What follows belongs to an exercise in optimizing a design on an open flow for small area; a production flow would make more cautious choices.
Function was checked by simulation only, so behaviour that the tests miss may differ from the original.
No driver is modelled on the clock port, so clocking that relies on it looks cheaper here than on a real chip.
Power and IR drop assume default switching activity.

==> inputs of trial 39 <==
==> flow/design.v (excerpt) <==
module FinalProject (
    input        clk,
    input  [9:0] SW,
    input  [1:0] KEY,
    input        BT_RX,
    output [6:0] HEX0, HEX1, HEX2, HEX3, HEX4, HEX5,
    output [3:0] VGA_R, VGA_G, VGA_B,
    output       VGA_HS, VGA_VS,
    output [9:0] LEDR
);
    wire rst_n = KEY[0];
    reg [9:0] hc;
    reg [9:0] vc;
    wire hc_end = (hc == 10'd799);
    always @(posedge clk) begin
        if (!rst_n) begin
            hc <= 10'd799;
            vc <= 10'd524;
        end else begin
            hc <= hc_end ? 10'd0 : hc + 10'd1;
            if (hc_end) vc <= (vc == 10'd524) ? 10'd0 : vc + 10'd1;
        end
    end
    wire disp_ena = (hc < 10'd640) && (vc < 10'd480);
    assign VGA_HS = ~((hc >= 10'd656) && (hc <= 10'd752));
    assign VGA_VS = ~((vc >= 10'd490) && (vc <= 10'd492));
    reg [7:0] baud;
    wire baud_tick = ~baud[0] & ~baud[1] & ~baud[2] & ~baud[3] & baud[7];
    always @(posedge clk or negedge rst_n)
        if (!rst_n) baud <= 8'h61;
        else        baud <= {baud[6] ^ baud_tick, baud[5:0], baud[7] ^ baud[3] ^ baud[4] ^ baud[5]};
    reg       rx_read;
    reg       rx_done;
    reg [3:0] bidx;
    reg [3:0] rcnt;
    reg       rx_nz;
    always @(posedge clk or negedge rst_n)
        if (!rst_n)       rx_read <= 1'b0;
        else if (rx_read) rx_read <= ~rx_done;
        else              rx_read <= ~BT_RX;
    wire rx_step  = baud_tick & rx_read;
    wire in_start = &bidx;
    wire in_stop  = bidx[3] & ~bidx[0];
    wire in_data  = ~bidx[3];
    wire c15      = &rcnt;
    wire st_end   = in_start & (rcnt == 4'd8);
    wire bit_end  = in_data & c15;
    wire stop_ok  = in_stop & c15 & BT_RX;
    always @(posedge clk or negedge rst_n)
        if (!rst_n) begin
            rx_done <= 1'b0;
            bidx    <= 4'hF;
            rcnt    <= 4'd0;
            rx_nz   <= 1'b0;
        end else if (rx_step) begin
            rx_done <= stop_ok;
            rcnt    <= (st_end | bit_end | stop_ok) ? 4'd0 : rcnt + 4'd1;
            if (st_end | bit_end) bidx <= bidx + 4'd1;
  ...
clock: 40.0 ns
lec_check: 0
cap_margin: 20
core_margin: 2
core_utilization: 60
place_density: 0.75
slew_margin: 20
standard.sh (not shown) runs the stock make flow with config.mk's settings and CLKGATE_MAP_FILE= SYNTH_SCRIPT=/design/flow/synth_recipe.tcl, a recipe that flattens the netlist after the stock synthesis.
==> flow/flow/run.sh <==
#!/bin/bash
# Own layout flow: the standard flow, with the combinational logic of
# the standard synthesis re-mapped for area (same registers, same names and
# cell types), and a lighter clock tree.
set -euo pipefail
W=$(pwd)
R=$W/orfs/results/$FLOW_PLATFORM/FinalProject/base
A=$W/orfs_alt/results/$FLOW_PLATFORM/FinalProject/base

# 1. Standard synthesis: the reference for the registers.
bash standard.sh synth > $W/std_synth.log 2>&1
cp $R/1_2_yosys.v $W/std_1_2_yosys.v

# 2. Area-mapped synthesis of the same design into a separate work folder.
ok=0
if ALT_ABC_SCRIPT=$W/flow/area.abc bash standard.sh WORK_HOME=$W/orfs_alt \
     SYNTH_SCRIPT=$W/flow/alt_synth.tcl ADDER_MAP_FILE= synth > $W/alt_synth.log 2>&1; then
  # 3. Use it only if its registers are exactly the standard synthesis's;
  #    give them the standard synthesis's instance names.
  if python3 $W/flow/ffmatch.py $W/std_1_2_yosys.v $A/1_2_yosys.v $W/alt_renamed.v > $W/ffmatch.log 2>&1; then
    ok=1
  fi
fi
echo "alt synthesis used: $ok" > $W/alt_choice.log
if [[ $ok == 1 ]]; then
  cp $W/alt_renamed.v $R/1_2_yosys.v
  touch $R/1_2_yosys.v
  bash standard.sh synth > $W/std_synth_odb.log 2>&1
fi

# 4. The rest of the standard flow, with the make settings in flow/extra.mk
#    (one VAR=value per line).
mapfile -t EXTRA < <(grep -v '^#' $W/flow/extra.mk | grep .)
bash standard.sh "${EXTRA[@]}" finish > $W/std_flow.log 2>&1
==> flow/flow/extra.mk <==
CTS_ARGS=-sink_clustering_enable -repair_clock_nets -dont_use_dummy_load -buf_list sky130_fd_sc_hd__clkbuf_8 -sink_clustering_size 25 -sink_clustering_max_diameter 80
BUFFER_PORTS_ARGS=-buffer_cell sky130_fd_sc_hd__buf_1
Other scripts of this flow, unchanged in this note and not shown: flow/flow/alt_synth.tcl, flow/flow/area.abc, flow/flow/ffmatch.py
==> inputs of build 75, as changes to trial 39 <==
--- a/flow/flow/run.sh
+++ b/flow/flow/run.sh
@@ -33,2 +33,2 @@
 mapfile -t EXTRA < <(grep -v '^#' $W/flow/extra.mk | grep .)
-bash standard.sh "${EXTRA[@]}" finish > $W/std_flow.log 2>&1
+POST_CTS_TCL=$W/flow/post_cts.tcl bash standard.sh "${EXTRA[@]}" finish > $W/std_flow.log 2>&1
==> flow/flow/extra.mk (replaced) <==
CTS_ARGS=-sink_clustering_enable -repair_clock_nets -dont_use_dummy_load -buf_list sky130_fd_sc_hd__clkbuf_4
BUFFER_PORTS_ARGS=-buffer_cell sky130_fd_sc_hd__buf_1
SKIP_REPAIR_TIE_FANOUT=1
==> flow/flow/post_cts.tcl (new file) <==
# After clock tree synthesis: a clock buffer that drives many flip-flops is
# upsized so the clock slew at the flip-flops stays low, then the placement
# is legalized again.
set upsized 0
foreach inst [get_cells -quiet *] {
  if {[get_property $inst ref_name] ne "sky130_fd_sc_hd__clkbuf_4"} { continue }
  set out [get_pins -quiet -of_objects $inst -filter "direction == output"]
  if {[llength $out] != 1} { continue }
  set net [get_nets -quiet -of_objects $out]
  set loads [llength [get_pins -quiet -of_objects $net -filter "direction == input"]]
  if {$loads >= 11} {
    replace_cell $inst sky130_fd_sc_hd__clkbuf_8
    incr upsized
  }
}
puts "post_cts: upsized $upsized clock buffers"
if {$upsized > 0} {
  detailed_placement
  check_placement -verbose
}
==> comparison table <==
| item | trial 39 | build 75 |
|---|---|---|
| Post-place instance area | 0.008431 sq mm | 0.008348 sq mm |
| Clock buffers and inverters, area share | 2.700% | 1.938% |
| Combinational group share of total power | 8.8% | 9.5% |
| Total number of nets in the final design | 969 | 948 |
| Post-layout utilization of the core | 65.70% | 64.62% |
| Result of the run | no timing/DRC/antenna violations | no timing/DRC/antenna violations |
| Max transition margin | 31.22% | 36.58% |
| Non-clock buffer share of cell area | 2.830% | 2.863% |
| Smallest hold slack | 365.7 ps | 356.7 ps |
| Static power due to leakage | 3.619 nW | 3.522 nW |
| Slowest cell delay on critical path | 510 ps | 470 ps |
| Combinational group power | 0.0247 mW | 0.0253 mW |
| Clock latency on the worst-skew pair | 450 ps | 440 ps |
| Initial detailed-routing violation count | 456 | 506 |
| Switching power summed over all nets | 0.07118 mW | 0.06935 mW |
| Placed cells | 1112 | 1091 |
| Internal power | 0.2092 mW | 0.1978 mW |
| Capture point of the critical path | HEX2[6] | HEX2[2] |
| Sequential share of cell area | 44.22% | 44.96% |
| Max Fclk | 0.05717 GHz | 0.05716 GHz |


==> job 471 <==
FinalProject, a different RTL version from the one above (not shown whole).
Settings: LEC_CHECK=0, CAP_MARGIN=20, CORE_MARGIN=2, CORE_UTILIZATION=60, PLACE_DENSITY=0.75, SLEW_MARGIN=20; clock period 40.0 ns.
==> flow/flow/run.sh <==
#!/bin/bash
# Own layout flow: the standard flow, with the combinational logic of
# the standard synthesis re-mapped for area (same registers, same names and
# cell types), and a lighter clock tree.
set -euo pipefail
W=$(pwd)
R=$W/orfs/results/$FLOW_PLATFORM/FinalProject/base
A=$W/orfs_alt/results/$FLOW_PLATFORM/FinalProject/base

# 1. Standard synthesis: the reference for the registers.
bash standard.sh synth > $W/std_synth.log 2>&1
cp $R/1_2_yosys.v $W/std_1_2_yosys.v

# 2. Area-mapped synthesis of the same design into a separate work folder.
ok=0
if ALT_ABC_SCRIPT=$W/flow/area.abc bash standard.sh WORK_HOME=$W/orfs_alt \
     SYNTH_SCRIPT=$W/flow/alt_synth.tcl ADDER_MAP_FILE= synth > $W/alt_synth.log 2>&1; then
  # 3. Use it only if its registers are exactly the standard synthesis's;
  #    give them the standard synthesis's instance names.
  if python3 $W/flow/ffmatch.py $W/std_1_2_yosys.v $A/1_2_yosys.v $W/alt_renamed.v > $W/ffmatch.log 2>&1; then
    ok=1
  fi
fi
echo "alt synthesis used: $ok" > $W/alt_choice.log
if [[ $ok == 1 ]]; then
  cp $W/alt_renamed.v $R/1_2_yosys.v
  touch $R/1_2_yosys.v
  bash standard.sh synth > $W/std_synth_odb.log 2>&1
fi

# 4. The rest of the standard flow, with the make settings in flow/extra.mk
#    (one VAR=value per line).
mapfile -t EXTRA < <(grep -v '^#' $W/flow/extra.mk | grep .)
POST_CTS_TCL=$W/flow/post_cts.tcl bash standard.sh "${EXTRA[@]}" finish > $W/std_flow.log 2>&1
==> flow/flow/alt_synth.tcl <==
# The standard synthesis script (synth_recipe.tcl) with two changes to the
# technology mapping of combinational logic only: no half/full adder
# extraction (ADDER_MAP_FILE is empty on the command line) and an
# area-oriented ABC script. Flip-flop mapping, flattening and renaming are
# unchanged, so the registers are the standard synthesis's.
proc synth {args} { yosys synth -nofsm -noshare {*}$args }
proc abc {args} {
  set out {}
  set skip 0
  foreach a $args {
    if {$skip} { set skip 0; continue }
    if {$a eq "-script" || $a eq "-D" || $a eq "-constr"} { set skip 1; continue }
    lappend out $a
  }
  yosys abc -script $::env(ALT_ABC_SCRIPT) {*}$out
}
source $::env(SCRIPTS_DIR)/synth.tcl
# left out here: clear keep_hierarchy, flatten, clean up, hide names made inside functions, write 1_2_yosys.v
==> flow/flow/area.abc <==
&get -n
&st
&syn2
&dch -f
&nf -R 1000
&put
mfs2
&get -n
&st
&deepsyn -T 60
&put
&get -n
&st
&dch -f
&nf -R 1000
&put
mfs2
&get -n
&st
&dch -f
&nf -R 1000
&put
==> flow/flow/extra.mk <==
CTS_ARGS=-sink_clustering_enable -repair_clock_nets -dont_use_dummy_load -buf_list sky130_fd_sc_hd__clkbuf_4
BUFFER_PORTS_ARGS=-buffer_cell sky130_fd_sc_hd__buf_1
SKIP_REPAIR_TIE_FANOUT=1
==> flow/flow/post_cts.tcl <==
# After clock tree synthesis: a clock buffer that drives many flip-flops is
# upsized so the clock slew at the flip-flops stays low, then the placement
# is legalized again.
set upsized 0
foreach inst [get_cells -quiet *] {
  if {[get_property $inst ref_name] ne "sky130_fd_sc_hd__clkbuf_4"} { continue }
  set out [get_pins -quiet -of_objects $inst -filter "direction == output"]
  if {[llength $out] != 1} { continue }
  set net [get_nets -quiet -of_objects $out]
  set loads [llength [get_pins -quiet -of_objects $net -filter "direction == input"]]
  if {$loads >= 11} {
    replace_cell $inst sky130_fd_sc_hd__clkbuf_8
    incr upsized
  }
}
puts "post_cts: upsized $upsized clock buffers"
if {$upsized > 0} {
  detailed_placement
  check_placement -verbose
}
Other scripts of this flow, unchanged in this note and not shown: flow/flow/ffmatch.py
==> job 2156 (differences from job 471) <==
==> flow/flow/run.sh (replaced) <==
#!/bin/bash
# Own layout flow: the standard flow, with the combinational logic of
# the standard synthesis re-mapped for area (same registers, same names and
# cell types), and a lighter clock tree.
set -euo pipefail
W=$(pwd)
R=$W/orfs/results/$FLOW_PLATFORM/FinalProject/base
A=$W/orfs_alt/results/$FLOW_PLATFORM/FinalProject/base

# 1. Standard synthesis: the reference for the registers.
bash standard.sh synth > $W/std_synth.log 2>&1
cp $R/1_2_yosys.v $W/std_1_2_yosys.v

# 2. Area-mapped synthesis of the same design, three times in parallel with
#    different random seeds for ABC's deepsyn, each in its own work folder.
#    Each result is used only if its registers are exactly the standard
#    synthesis's (step 3 renames them to the standard synthesis's instance
#    names); the smallest of those is kept.
ok=0
best_area=""
for S in 0 1 2; do
  sed "s/&deepsyn -T 60/\&deepsyn -T 60 -S $S/" $W/flow/area.abc > $W/area_$S.abc
  ( ALT_ABC_SCRIPT=$W/area_$S.abc bash standard.sh WORK_HOME=$W/orfs_alt$S \
      SYNTH_SCRIPT=$W/flow/alt_synth.tcl ADDER_MAP_FILE= synth > $W/alt_synth_$S.log 2>&1 ) &
done
wait || true
for S in 0 1 2; do
  A=$W/orfs_alt$S/results/$FLOW_PLATFORM/FinalProject/base
  RP=$W/orfs_alt$S/reports/$FLOW_PLATFORM/FinalProject/base/synth_stat.txt
  [[ -f $A/1_2_yosys.v && -f $RP ]] || continue
  # 3. Registers must be exactly the standard synthesis's.
  if python3 $W/flow/ffmatch.py $W/std_1_2_yosys.v $A/1_2_yosys.v $W/alt_renamed_$S.v > $W/ffmatch_$S.log 2>&1; then
    area=$(grep "Chip area" $RP | awk '{print $NF}')
    echo "seed $S area $area" >> $W/alt_choice.log
    if [[ -z "$best_area" ]] || python3 -c "import sys; sys.exit(0 if float('$area') < float('$best_area') else 1)"; then
      best_area=$area
      cp $W/alt_renamed_$S.v $W/alt_renamed.v
      ok=1
    fi
  fi
done
echo "alt synthesis used: $ok (area $best_area)" >> $W/alt_choice.log
if [[ $ok == 1 ]]; then
  cp $W/alt_renamed.v $R/1_2_yosys.v
  touch $R/1_2_yosys.v
  bash standard.sh synth > $W/std_synth_odb.log 2>&1
fi

# 4. The rest of the standard flow, with the make settings in flow/extra.mk
#    (one VAR=value per line).
mapfile -t EXTRA < <(grep -v '^#' $W/flow/extra.mk | grep .)
POST_CTS_TCL=$W/flow/post_cts.tcl bash standard.sh "${EXTRA[@]}" finish > $W/std_flow.log 2>&1
==> flow/flow/post_cts.tcl (replaced) <==
proc clk_load_slew {inst} {
  set out [get_pins -quiet -of_objects $inst -filter "direction == output"]
  set net [get_nets -quiet -of_objects $out]
  set m 0
  set ff 0
  foreach l [get_pins -quiet -of_objects $net -filter "direction == input"] {
    set s [get_property $l slew_max]
    if {$s > $m} { set m $s }
    if {[get_property $l name] eq "CLK"} { set ff 1 }
  }
  return [list $m $ff]
}
set next(sky130_fd_sc_hd__clkbuf_2) sky130_fd_sc_hd__clkbuf_4
set next(sky130_fd_sc_hd__clkbuf_4) sky130_fd_sc_hd__clkbuf_8
set next(sky130_fd_sc_hd__clkbuf_8) sky130_fd_sc_hd__clkbuf_16
set upsized 0
for {set iter 0} {$iter < 6} {incr iter} {
  estimate_parasitics -placement
  set changed 0
  foreach inst [get_cells -quiet clkbuf_*] {
    set ref [get_property $inst ref_name]
    if {![info exists next($ref)]} { continue }
    lassign [clk_load_slew $inst] m ff
    set limit [expr {$ff ? 0.112 : 0.150}]
    if {$m > $limit} {
      replace_cell $inst $next($ref)
      incr upsized
      incr changed
    }
  }
  if {$changed == 0} { break }
}
puts "post_cts: $upsized clock buffer upsizes"
if {$upsized > 0} {
  detailed_placement
  check_placement -verbose
}
estimate_parasitics -placement
Settings changed: CORE_UTILIZATION 60 to 75, PLACE_DENSITY 0.75 to 0.85.
==> job 8800 (differences from job 471) <==
--- a/flow/design.v
+++ b/flow/design.v
@@ -56,20 +56,22 @@
             rx_done <= stop_ok;
             rcnt    <= (st_end | bit_end | stop_ok) ? 4'd0 : rcnt + 4'd1;
             if (st_end | bit_end) bidx <= bidx + 4'd1;
             else if (stop_ok)     bidx <= 4'hF;
             if (bit_end) rx_nz <= BT_RX | (rx_nz & (bidx != 4'd0));
         end
-    reg done_f;
-    always @(posedge clk or negedge rst_n)
-        if (!rst_n) begin
-            done_f <= 1'b0;
-        end else begin
-            if (baud_tick) done_f <= rx_read & stop_ok;
-        end
-    wire bt_jump = done_f & (baud == 8'hC3) & rx_nz;
+    reg done_d0, done_d1;
+    always @(posedge clk or negedge rst_n)
+        if (!rst_n) begin
+            done_d0 <= 1'b0;
+            done_d1 <= 1'b0;
+        end else begin
+            done_d0 <= rx_done;
+            done_d1 <= done_d0;
+        end
+    wire bt_jump = done_d0 & ~done_d1 & rx_nz;
     reg [10:0] tick_cnt;
     wire tick_low0 = ~|tick_cnt[9:0];
     wire game_tick = tick_low0 & ~tick_cnt[10];
     always @(posedge clk or negedge rst_n)
         if (!rst_n) tick_cnt <= 11'd0;
         else        tick_cnt <= {tick_cnt[9:0], tick_cnt[10] ^ tick_cnt[8] ^ tick_low0};
@@ -164,18 +166,18 @@
             if (sw1_d ^ SW[1]) dcol <= lfsr;
         end
     wire [9:0] ysum = {1'b0, vc[8:0]} + {3'b000, hgt4};
     wire in_dino = (hc >= 10'd80) && (hc < 10'd112) &&
                    (ysum[9:7] == 3'b010) && ysum[6] && (ysum[5] | (ysum[4] & ysum[3]));
     wire [7:0] cq = hc[9:2];
-    wire old1 = age1[7] & age1[6];
-    wire use1 = ~act0 | (act1 & ((cq < 8'd64) == old1));
-    wire [7:0] age_s = use1 ? age1 : age0;
-    wire [8:0] os = {1'b0, cq} + {1'b0, age_s};
+    wire [8:0] os0 = {1'b0, cq} + {1'b0, age0};
+    wire [8:0] os1 = {1'b0, cq} + {1'b0, age1};
+    wire ob0 = os0[8] & ~|os0[7:3] & ~(os0[2] & (os0[1] | os0[0]));
+    wire ob1 = os1[8] & ~|os1[7:3] & ~(os1[2] & (os1[1] | os1[0]));
     wire obs_rows = (vc >= 10'd340) && (vc < 10'd380);
-    wire in_obs = obs_rows & os[8] & ~|os[7:3] & ~(os[2] & (os[1] | os[0]));
+    wire in_obs = obs_rows & (ob0 | ob1);
     wire ground = (vc >= 10'd380);
     reg [3:0] r, g, b;
     always @(*) begin
         if (!disp_ena) begin
             {r, g, b} = 12'h000;
         end else if (in_dino) begin
--- a/flow/flow/run.sh
+++ b/flow/flow/run.sh
@@ -28,7 +28,7 @@
   bash standard.sh synth > $W/std_synth_odb.log 2>&1
 fi
 
 # 4. The rest of the standard flow, with the make settings in flow/extra.mk
 #    (one VAR=value per line).
 mapfile -t EXTRA < <(grep -v '^#' $W/flow/extra.mk | grep .)
-POST_CTS_TCL=$W/flow/post_cts.tcl bash standard.sh "${EXTRA[@]}" finish > $W/std_flow.log 2>&1
+bash standard.sh "${EXTRA[@]}" finish > $W/std_flow.log 2>&1
==> flow/flow/area.abc (replaced) <==
&get -n
&st
&syn2
&dch -f
&nf -R 1000
&put
mfs2
&get -n
&st
&syn2
&dch -f
&nf -R 1000
&put
mfs2
&get -n
&st
&dch -f
&nf -R 1000
&put
==> flow/flow/extra.mk (replaced) <==
CTS_ARGS=-sink_clustering_enable -repair_clock_nets -dont_use_dummy_load -buf_list {sky130_fd_sc_hd__clkbuf_4 sky130_fd_sc_hd__clkbuf_8} -sink_clustering_size 12 -sink_clustering_max_diameter 50
BUFFER_PORTS_ARGS=-buffer_cell sky130_fd_sc_hd__buf_1
removed: flow/flow/post_cts.tcl
==> notes <==
Of job 2156 and job 8800, job 2156 has the higher worst hold slack (gap 6.0 ps). Against job 2156, the cell count of job 8800 is higher by 19%. The highest register-to-register slack belongs to job 471, the lowest to job 2156. First-iteration DRC count: job 2156 < job 471 < job 8800. In synthesized area, job 2156 and job 471 do not differ.
==> figures <==
Die Height: job 2156 104.4 um; job 8800 120.1 um; job 471 116.3 um
Final critical-path setup slack: job 2156 21850 ps; job 8800 22510 ps; job 471 21880 ps
Number of vias in the routed layout: job 2156 5891; job 8800 6428; job 471 5687
Sequential power: job 2156 0.165 mW; job 8800 0.169 mW; job 471 0.165 mW
Path depth of the worst reg2reg path: job 2156 14; job 8800 14; job 471 9
Routed via count divided by cell count: job 2156 6.214; job 8800 5.694; job 471 5.774
Number of non-clock buffers: job 2156 55; job 8800 57; job 471 53
Post-detail-place hpwl: job 2156 10760 um; job 8800 11060 um; job 471 10670 um
Leak: job 2156 3.408 nW; job 8800 3.619 nW; job 471 3.400 nW
Status: job 2156 no timing/DRC/antenna violations; job 8800 no timing/DRC/antenna violations; job 471 no timing/DRC/antenna violations
Reported combinational group power: job 2156 0.0226 mW; job 8800 0.0247 mW; job 471 0.0224 mW
Detailed-route wire length per cell: job 2156 16.25 um; job 8800 14.09 um; job 471 15.01 um

re-timing with driven ports:
The results above use ideal ports. As a check the final layouts listed here were re-extracted and re-timed, cells and wires unchanged.
Step 1, drivers: a clkbuf_16 drives clk and a buf_2 each remaining input, both assumed.
Step 2, shift: input delay + t, output delay - t, t = (earliest + latest rising clock arrival at the registers) / 2. This alone moves slack from input paths to output paths.
a / b / c = ideal / step 1 / step 2; a / b = the first two.
run	shift t [ns]	slack for setup (ns)	worst setup path after step 2	cell pins on the clock port's net
trial 39	0.478	22.510 / 22.488 / 22.488	input to output	1
build 75	0.454	22.504 / 22.483 / 22.483	input to output	1
job 471	0.450	21.882 / 21.849 / 21.849	input to output	1
job 2156	0.402	21.854 / 21.825 / 21.825	input to output	1
job 8800	0.478	22.510 / 22.488 / 22.488	input to output	1
After both steps every run listed still meets setup and hold. For job 471, which loses most, drivers alone change the setup slack by -0.033 ns; drivers and shift together by -0.033 ns.
